Background: an optimization exercise with open tools, aiming at a short achievable clock period and few clock cycles. Do not read the settings as production practice. The RTL was checked by simulation tests, not by an equivalence proof against the original design.

==> v29 <==
==> flow/design.v (excerpt) <==
module mips(
    input wire clk,
    input wire reset,
    output wire [31:0] i_addr,
    input wire [31:0] i_data,
    output wire [11:0] d_addr,
    output wire d_we,
    output wire [3:0] d_be,
    output wire [31:0] d_wdata,
    input wire [31:0] d_rdata,
    output wire rf_we,
    output wire [4:0] rf_waddr,
    output wire [31:0] rf_wdata,
    output wire [31:0] rf_wpc
    );
clock: 180.0 ns
lec_check: 0
cap_margin: 20
core_margin: 2
core_utilization: 35
place_density: 0.5
setup_slack_margin: 5
slew_margin: 20
standard.sh (not shown) runs the stock make flow with config.mk's settings and CLKGATE_MAP_FILE= SYNTH_SCRIPT=/design/flow/synth_recipe.tcl, a recipe that flattens the netlist after the stock synthesis.
==> flow/flow/run.sh <==
#!/bin/bash
# Layout flow: the standard ORFS flow (standard.sh: standard synthesis,
# floorplan, placement, CTS, routing, finish) with the same constraint.sdc,
# but with ORFS's timing repair told to aim for a large setup slack margin,
# so that repair keeps sizing and buffering paths far below the 180 ns
# constraint. The make output goes to flow_make.log; each ORFS step writes
# its own log under orfs/logs/.
set -euo pipefail
MARGIN=${MARGIN:-143}
bash standard.sh SETUP_SLACK_MARGIN=$MARGIN finish > flow_make.log 2>&1
==> inputs of v33, as changes to v29 <==
--- a/flow/design.v
+++ b/flow/design.v
@@ -1,42 +1,7 @@
 `timescale 1ns / 1ps
-module DivSteps #(parameter N = 1) (
-    input  [31:0] remIn,
-    input  [31:0] quoIn,
-    input  [31:0] dvs,
-    input  [33:0] dvs3,
-    output reg [31:0] remOut,
-    output reg [31:0] quoOut
-    );
-    reg [33:0] part;
-    reg [34:0] s1, s2, s3;
-    integer k;
-    always @* begin
-        remOut = remIn;
-        quoOut = quoIn;
-        for (k = 0; k < N; k = k + 1) begin
-            part = {remOut, quoOut[31:30]};
-            s1 = {1'b0, part} - {3'b0, dvs};
-            s2 = {1'b0, part} - {2'b0, dvs, 1'b0};
-            s3 = {1'b0, part} - {1'b0, dvs3};
-            if (!s3[34]) begin
-                quoOut = {quoOut[29:0], 2'd3}; remOut = s3[31:0];
-            end
-            else if (!s2[34]) begin
-                quoOut = {quoOut[29:0], 2'd2}; remOut = s2[31:0];
-            end
-            else if (!s1[34]) begin
-                quoOut = {quoOut[29:0], 2'd1}; remOut = s1[31:0];
-            end
-            else begin
-                quoOut = {quoOut[29:0], 2'd0}; remOut = part[31:0];
-            end
-        end
-    end
-endmodule
-`timescale 1ns / 1ps
 `default_nettype none
 module mips(
     input wire clk,
     input wire reset,
     output wire [31:0] i_addr,
     input wire [31:0] i_data,
@@ -47,12 +12,14 @@
     input wire [31:0] d_rdata,
     output wire rf_we,
     output wire [4:0] rf_waddr,
     output wire [31:0] rf_wdata,
     output wire [31:0] rf_wpc
     );
+    localparam DIV_BPC = 16;
+    localparam DIV_STEPS = 32 / DIV_BPC;
     reg [31:0] pcF;
     reg        vD;
     reg [31:0] irD, pcD;
     reg        vE;
     reg [3:0]  opE;
     reg [31:0] aE, bE, pcE;
@@ -109,60 +76,79 @@
             4'd5:  resE = ~(A | B);
             4'd6:  resE = {31'b0, sltv};
             4'd7: resE = {31'b0, sltuv};
             4'd8:  resE = B << A[4:0];
             4'd9:  resE = B >> A[4:0];
             4'd10:  resE = $signed(B) >>> A[4:0];
-            4'd12: resE = HIv;
-            4'd13: resE = LOv;
+            4'd12: resE = HI;
+            4'd13: resE = LO;
             default:  resE = B;
         endcase
     end
     wire wrE = vE & weE & ~ldE;        
     wire signed [32:0] mA = {sgnE & A[31], A};
     wire signed [32:0] mB = {sgnE & B[31], B};
     wire signed [65:0] prod = mA * mB;
-    localparam DIV_D = 4, DIV_E = 6, DIV_C1 = 16 - DIV_D - DIV_E;
-    reg        dbusy, dph;             
+    reg        dbusy;
+    reg [4:0]  dcnt;
     reg [31:0] drem, dquo, ddvs;
-    reg [33:0] ddvs3;
     reg        dnegQ, dnegR;
-    wire [31:0] e_rem, e_quo, c1_rem, c1_quo;
-    DivSteps #(.N(DIV_E)) divSE (.remIn(drem), .quoIn(dquo), .dvs(ddvs), .dvs3(ddvs3),
-                                 .remOut(e_rem), .quoOut(e_quo));
-    DivSteps #(.N(DIV_C1)) divSC (.remIn(drem), .quoIn(dquo), .dvs(ddvs), .dvs3(ddvs3),
-                                  .remOut(c1_rem), .quoOut(c1_quo));
-    wire dlast = dph;
-    wire [31:0] dq_fin = dnegQ ? -c1_quo : c1_quo;
-    wire [31:0] dr_fin = dnegR ? -c1_rem : c1_rem;
-    reg hiv, lov;
-    wire [31:0] HIv = hiv ? HI : 32'h0;
-    wire [31:0] LOv = lov ? LO : 32'h0;
-    wire wHIdiv = dbusy & dlast & ~(vE & multE);
-    wire wHI = vE & (multE | mthiE) | wHIdiv;
-    wire wLO = vE & (multE | mtloE) | wHIdiv;
-    always @(posedge clk) begin
-        if (reset) begin
-            hiv <= 1'b0;
-            lov <= 1'b0;
-        end
-        else begin
-            if (wHI) hiv <= 1'b1;
-            if (wLO) lov <= 1'b1;
+    wire dlast = (dcnt == DIV_STEPS - 1);
+    reg [31:0] nrem, nquo;
+    reg [32:0] dpart, ddiff;
+    integer k;
+    always @* begin
+        nrem = drem;
+        nquo = dquo;
+        for (k = 0; k < DIV_BPC; k = k + 1) begin
+            dpart = {nrem, nquo[31]};
+            ddiff = dpart - {1'b0, ddvs};
+            nquo = {nquo[30:0], ~ddiff[32]};
+            nrem = ddiff[32] ? dpart[31:0] : ddiff[31:0];
         end
     end
+    wire [31:0] dq_fin = dnegQ ? -nquo : nquo;
+    wire [31:0] dr_fin = dnegR ? -nrem : nrem;
+    wire startDiv = vE & divE;
+    wire negA = sgnE & A[31];
+    wire negB = sgnE & B[31];
     always @(posedge clk) begin
-        if (vE & multE) begin
-            HI <= prod[63:32];
-            LO <= prod[31:0];
+        if (reset) begin
+            dbusy <= 1'b0;
+            HI <= 0;
+            LO <= 0;
         end
-        else if (vE & mthiE) HI <= A;
-        else if (vE & mtloE) LO <= A;
-        else if (wHIdiv) begin
-            HI <= dr_fin;
-            LO <= dq_fin;
+        else begin
+            if (startDiv) begin
+                dbusy <= 1'b1;
+                dcnt <= 0;
+                drem <= 0;
+                dquo <= negA ? -A : A;
+                ddvs <= negB ? -B : B;
+                dnegQ <= (negA ^ negB) & (B != 0);
+                dnegR <= negA;
+            end
+            else if (vE & multE) begin
+                dbusy <= 1'b0;
+            end
+            else if (dbusy) begin
+                dcnt <= dcnt + 1'b1;
+                drem <= nrem;
+                dquo <= nquo;
+                if (dlast) dbusy <= 1'b0;
+            end
+            if (vE & multE) begin
+                HI <= prod[63:32];
+                LO <= prod[31:0];
+            end
+            else if (vE & mthiE) HI <= A;
+            else if (vE & mtloE) LO <= A;
+            else if (dbusy & dlast & ~startDiv) begin
+                HI <= dr_fin;
+                LO <= dq_fin;
+            end
         end
     end
     wire [5:0]  op = irD[31:26];
     wire [5:0]  fn = irD[5:0];
     wire [4:0]  rs = irD[25:21];
     wire [4:0]  rt = irD[20:16];
@@ -229,14 +215,14 @@
     wire [4:0] wa = (isRAlu | isHiLoRd | iJALR) ? rd :
                     (isImmAlu | isLoad) ? rt :
                     iJAL ? 5'd31 : 5'd0;
     wire we = (wa != 5'd0);
     wire useRs = ~(iLUI | iJ | iJAL | isShImm | isHiLoRd);
     wire useRt = isRAlu | iBEQ | iBNE | isStore | iMULT | iMULTU | iDIV | iDIVU;
-    wire needRsD = isBranch | iJR | iJALR | isLoad | isStore | iDIV | iDIVU;
-    wire needRtD = iBEQ | iBNE | isStore | iDIV | iDIVU;
+    wire needRsD = isBranch | iJR | iJALR | isLoad | isStore;
+    wire needRtD = iBEQ | iBNE | isStore;
     wire [31:0] rf_rs = (rfv[rs] ? rf[rs] : 32'h0);
     wire [31:0] rf_rt = (rfv[rt] ? rf[rt] : 32'h0);
     wire eHitRs = vE & weE & (waE == rs);
     wire eHitRt = vE & weE & (waE == rt);
     wire mHitRs = wrM & (waM == rs);
     wire mHitRt = wrM & (waM == rt);
@@ -245,17 +231,16 @@
                       mHitRs ? resM : rf_rs;
     wire [31:0] rtv = (rt == 5'd0) ? 32'h0 :
                       eHitRt ? resE :
                       mHitRt ? resM : rf_rt;
     wire ldHitRs = (rs != 5'd0) & eHitRs & ldE;
     wire ldHitRt = (rt != 5'd0) & eHitRt & ldE;
-    wire mduPending = dbusy & ~dlast;
+    wire mduPending = startDiv | (dbusy & ~dlast);
     wire stall = vD & ((ldHitRs & useRs & needRsD) |
                        (ldHitRt & useRt & needRtD) |
                        ((isHiLoRd | iMTHI | iMTLO) & mduPending));
-    wire go = vD & ~stall;             
     wire rsZero = (rsv == 32'h0);
     wire eq = (rsv == rtv);
     wire taken = iBEQ & eq |
                  iBNE & ~eq |
                  iBLEZ & (rsv[31] | rsZero) |
                  iBGTZ & ~(rsv[31] | rsZero) |
@@ -263,48 +248,12 @@
     wire [31:0] pcD4 = pcD + 32'd4;
     wire [31:0] npc = ~vD ? pcF + 32'd4 :
                       (isBranch & taken) ? pcD4 + {sext[29:0], 2'b00} :
                       (iJ | iJAL) ? {pcF[31:28], irD[25:0], 2'b00} :
                       (iJR | iJALR) ? rsv :
                       pcF + 32'd4;
-    wire isDiv = iDIV | iDIVU;
-    wire startDiv = go & isDiv;
-    wire dNegA = iDIV & rsv[31];
-    wire dNegB = iDIV & rtv[31];
-    wire [31:0] dMagA = dNegA ? -rsv : rsv;
-    wire [31:0] dMagB = dNegB ? -rtv : rtv;
-    wire [33:0] dMagB3 = {2'b0, dMagB} + {1'b0, dMagB, 1'b0};
-    wire [31:0] d_rem, d_quo;
-    DivSteps #(.N(DIV_D)) divSD (.remIn(32'h0), .quoIn(dMagA), .dvs(dMagB), .dvs3(dMagB3),
-                                 .remOut(d_rem), .quoOut(d_quo));
-    always @(posedge clk) begin
-        if (reset)
-            dbusy <= 1'b0;
-        else if (startDiv)
-            dbusy <= 1'b1;
-        else if (vE & multE)
-            dbusy <= 1'b0;
-        else if (dbusy & dlast)
-            dbusy <= 1'b0;
-    end
-    always @(posedge clk) begin
-        if (startDiv) begin
-            dph <= 1'b0;
-            drem <= d_rem;
-            dquo <= d_quo;
-            ddvs <= dMagB;
-            ddvs3 <= dMagB3;
-            dnegQ <= (dNegA ^ dNegB) & (rtv != 0);
-            dnegR <= dNegA;
-        end
-        else if (dbusy & ~dph) begin
-            dph <= 1'b1;
-            drem <= e_rem;
-            dquo <= e_quo;
-        end
-    end
     wire [31:0] agu = rsv + sext;
     reg [3:0] opD;
     always @* begin
         opD = 4'd11;
         if (iADD | iADDI) opD = 4'd0;
         else if (iSUB) opD = 4'd1;
@@ -339,12 +288,13 @@
         end
         else begin
             beD = 4'b0001 << agu[1:0]; wdD = {4{rtv[7:0]}};
         end
     end
     wire [2:0] ltD = iLH ? LH : iLHU ? LHU : iLB ? LB : iLBU ? LBU : LW;
+    wire go = vD & ~stall;             
     always @(posedge clk) begin
         if (reset) begin
             pcF <= 32'h00003000;
             vD <= 1'b0;
             vE <= 1'b0;
             vM <= 1'b0;
@@ -352,26 +302,24 @@
             twe_q <= 1'b0;
             rfv <= 31'b0;
         end
         else begin
             if (~stall) begin
                 pcF <= npc;
+                irD <= i_data;
+                pcD <= pcF;
                 vD <= 1'b1;
             end
             vE <= go;
             dwe_q <= go & isStore;
             vM <= vE;
             twe_q <= wrM;
             if (wrM) rfv[waM] <= 1'b1;
         end
     end
     always @(posedge clk) begin
-        if (~stall) begin
-            irD <= i_data;
-            pcD <= pcF;
-        end
         opE <= opD;
         aE <= aD;
         bE <= bD;
         pcE <= pcD;
         fwdAE <= ldHitRs & ~isShImm;
         fwdBE <= ldHitRt & bIsReg;
==> flow/run.sh (new file) <==
#!/bin/bash
# synth_recipe.tcl (not shown) runs the flow's synth.tcl, then flattens the netlist and writes it again
# the make line also repeats each setting of config.mk as NAME=value (left out here)
make -C /OpenROAD-flow-scripts/flow DESIGN_CONFIG=/design/flow/config.mk WORK_HOME=/design/flow/orfs CLKGATE_MAP_FILE= SYNTH_SCRIPT=/design/flow/synth_recipe.tcl finish
CORE_UTILIZATION = 45   (was 35)
PLACE_DENSITY = 0.6   (was 0.5)
removed: flow/flow/run.sh
removed: flow/standard.sh
==> summary of the runs <==
Against v29, the first-iteration DRC count of v33 is smaller by 7.2%.
Between v33 and v29, the lower final cell count is in v33 (gap about 22%, measured against v29).
Between v33 and v29, the lower non-clock buffer count is in v33 (gap 182).
Against v29, the worst hold slack of v33 is worse by 0.018 ns.
Of v33 and v29, v33 has the higher critical path depth (gap 367).
Against v29, the clock-buffer cell count of v33 is higher by 4.
==> figures <==
quantity	v33	v29
Status	no timing/DRC/antenna violations	no timing/DRC/antenna violations
Buffering stage count on the worst path with inverters included	16	1
Routing usage on met3	0.1367	0.05342
Number of global-route vias before repair	119893	149395
Die outline area	338600 um^2	509900 um^2
Depth of the worst register-to-register path	368	110
GRT Total Usage	0.3655	0.3180
Met2 wire length	251.3 mm	375.6 mm
Total wirelength of the detailed-routed design	629.4 mm	835.2 mm
Design Area, Final	165500 um^2	196000 um^2
Synth cell types	121	140
Share of the final layout cell area in multi-input gates	0.5903	0.6218
Hold slack	0.2918 ns	0.3098 ns
Proportion of cell area occupied by registers	0.2694	0.2362
Highest fanout seen on the critical path	54	2
Testbench counts of v29, summed over its fixed seeds: cycles 27,552.
Testbench counts of v33, summed over its fixed seeds: cycles 27,632.

* * *

==> run a <==
Another version of the RTL of mips (not shown whole).
// mips
module mips(
    input wire clk,
    input wire reset,
    output wire [31:0] i_addr,
    input wire [31:0] i_data,
    output wire [11:0] d_addr,
    output wire d_we,
    output wire [3:0] d_be,
    output wire [31:0] d_wdata,
    input wire [31:0] d_rdata,
    output wire rf_we,
    output wire [4:0] rf_waddr,
    output wire [31:0] rf_wdata,
    output wire [31:0] rf_wpc
    );
clock: 180.0 ns
lec_check: 0
cap_margin: 20
core_margin: 2
core_utilization: 35
cts_cluster_diameter: 100
cts_cluster_size: 20
place_density: 0.5
setup_slack_margin: 5
slew_margin: 20
==> flow/flow/run.sh <==
#!/bin/bash
# Layout flow: the standard ORFS flow (standard.sh: standard synthesis,
# floorplan, placement, CTS, routing, finish) with the same constraint.sdc,
# but with ORFS's timing repair told to aim for a large setup slack margin,
# so that repair keeps sizing and buffering paths far below the 180 ns
# constraint. The make output goes to flow_make.log; each ORFS step writes
# its own log under orfs/logs/.
set -euo pipefail
MARGIN=${MARGIN:-143}
bash standard.sh SETUP_SLACK_MARGIN=$MARGIN finish > flow_make.log 2>&1
==> inputs of run b, as changes to run a <==
--- a/flow/design.v
+++ b/flow/design.v
@@ -247,13 +247,12 @@
     wire [31:0] rtv = (rt == 5'd0) ? 32'h0 :
                       eHitRt ? resE :
                       mHitRt ? resM : rf_rt;
     wire ldHitRs = (rs != 5'd0) & eHitRs & (ldE | lateE);
     wire ldHitRt = (rt != 5'd0) & eHitRt & (ldE | lateE);
-    wire stFwd = isStore & ldE;
     wire stall = vD & ((ldHitRs & useRs & needRsD) |
-                       (ldHitRt & useRt & needRtD & ~stFwd));
+                       (ldHitRt & useRt & needRtD));
     wire go = vD & ~stall;             
     wire rsZero = (rsv == 32'h0);
     wire eq = (rsv == rtv);
     wire taken = iBEQ & eq |
                  iBNE & ~eq |
@@ -328,32 +327,19 @@
                      (iADDI | iSLTI | iSLTIU) ? sext :
                      rtv;
     wire bIsReg = ~(iJAL | iJALR | isImmAlu);
     reg [3:0]  beD;
     reg [31:0] wdD;
-    wire [15:0] halfE = alE[1] ? d_rdata[31:16] : d_rdata[15:0];
-    wire [7:0]  byteE = alE[0] ? halfE[15:8] : halfE[7:0];
-    reg  [31:0] ldvE;
-    always @* begin
-        case (ltE)
-            LH:  ldvE = {{16{halfE[15]}}, halfE};
-            LHU: ldvE = {16'h0, halfE};
-            LB:  ldvE = {{24{byteE[7]}}, byteE};
-            LBU: ldvE = {24'h0, byteE};
-            default: ldvE = d_rdata;
-        endcase
-    end
-    wire [31:0] rtS = (ldHitRt & stFwd) ? ldvE : rtv;
     always @* begin
         if (iSW) begin
-            beD = 4'b1111; wdD = rtS;
+            beD = 4'b1111; wdD = rtv;
         end
         else if (iSH) begin
-            beD = agu[1] ? 4'b1100 : 4'b0011; wdD = {2{rtS[15:0]}};
+            beD = agu[1] ? 4'b1100 : 4'b0011; wdD = {2{rtv[15:0]}};
         end
         else begin
-            beD = 4'b0001 << agu[1:0]; wdD = {4{rtS[7:0]}};
+            beD = 4'b0001 << agu[1:0]; wdD = {4{rtv[7:0]}};
         end
     end
     wire [2:0] ltD = iLH ? LH : iLHU ? LHU : iLB ? LB : iLBU ? LBU : LW;
     always @(posedge clk) begin
         if (reset) begin
--- a/flow/config.mk
+++ b/flow/config.mk
@@ -6,10 +6,8 @@
 export NUM_CORES = 4
 export LEC_CHECK = 0
 export CAP_MARGIN = 20
 export CORE_MARGIN = 2
 export CORE_UTILIZATION = 35
-export CTS_CLUSTER_DIAMETER = 100
-export CTS_CLUSTER_SIZE = 20
 export PLACE_DENSITY = 0.5
 export SETUP_SLACK_MARGIN = 5
 export SLEW_MARGIN = 20
==> reports/results.ini <==
[sta]
period_needed_ns = 37.48
worstMarginPinSlew_ns = 1.361

[outcome]
status = finished clean

[setup_path]
crit_start = pcF[9]

[routing]
num_vias = 161100
wl_met1_um = 369300

[place]
dp_hpwl_um = 698500

[layout]
final_cells = 26020

[synthesis]
synthSimpleGateAreaFrac_pct = 13.29

The numbers above come from run b.

==> reports/results.ini <==
[outcome]
status = finished clean

[layout]
final_cells = 25770

[routing]
num_vias = 157500

[synthesis]
synthSimpleGateAreaFrac_pct = 13.35

[sta]
worstMarginPinSlew_ns = 1.351

[place]
dp_hpwl_um = 643000

The numbers above come from run a.

Testbench counts of run a, summed over its fixed seeds: cycles 27,463.
Testbench counts of run b, summed over its fixed seeds: cycles 27,490.

afterwards: timing with drivers on the ports:
The flow's constraints put no driver on any port. The routed layouts listed below were extracted and timed again, unchanged, in two steps.
Step 1 sets driving cells, clkbuf_16 on the clock port and buf_2 on the other inputs (assumed; they add their load-dependent delay and slew).
Step 2 times the ports against the registers' clock, not the clock port: input delays grow and output delays shrink by t, the midpoint of the rising clock arrivals with the driver on.
a / b / c = ideal / step 1 / step 2; a / b = the first two.
run	t, ns	setup slack, ns	worst hold slack (ns)	worst setup path after step 2	worst data-port slew with drivers (ns)
v29	0.974	142.594 / 142.498 / 142.638	0.310 / 0.310 / 0.310	input to register	0.06
v33	0.992	92.287 / 92.287 / 92.287	0.292 / 0.292 / 0.292	register to register	0.14
run a	0.919	142.491 / 142.405 / 142.110	0.325 / 0.325 / 0.325	input to register	0.11
run b	0.994	142.524 / 142.424 / 142.366	0.272 / 0.272 / 0.272	input to register	0.06
After both steps setup and hold are still met in every run listed. The setup slack of run a, which loses most, moves by -0.086 ns with the drivers and by -0.381 ns with both steps.
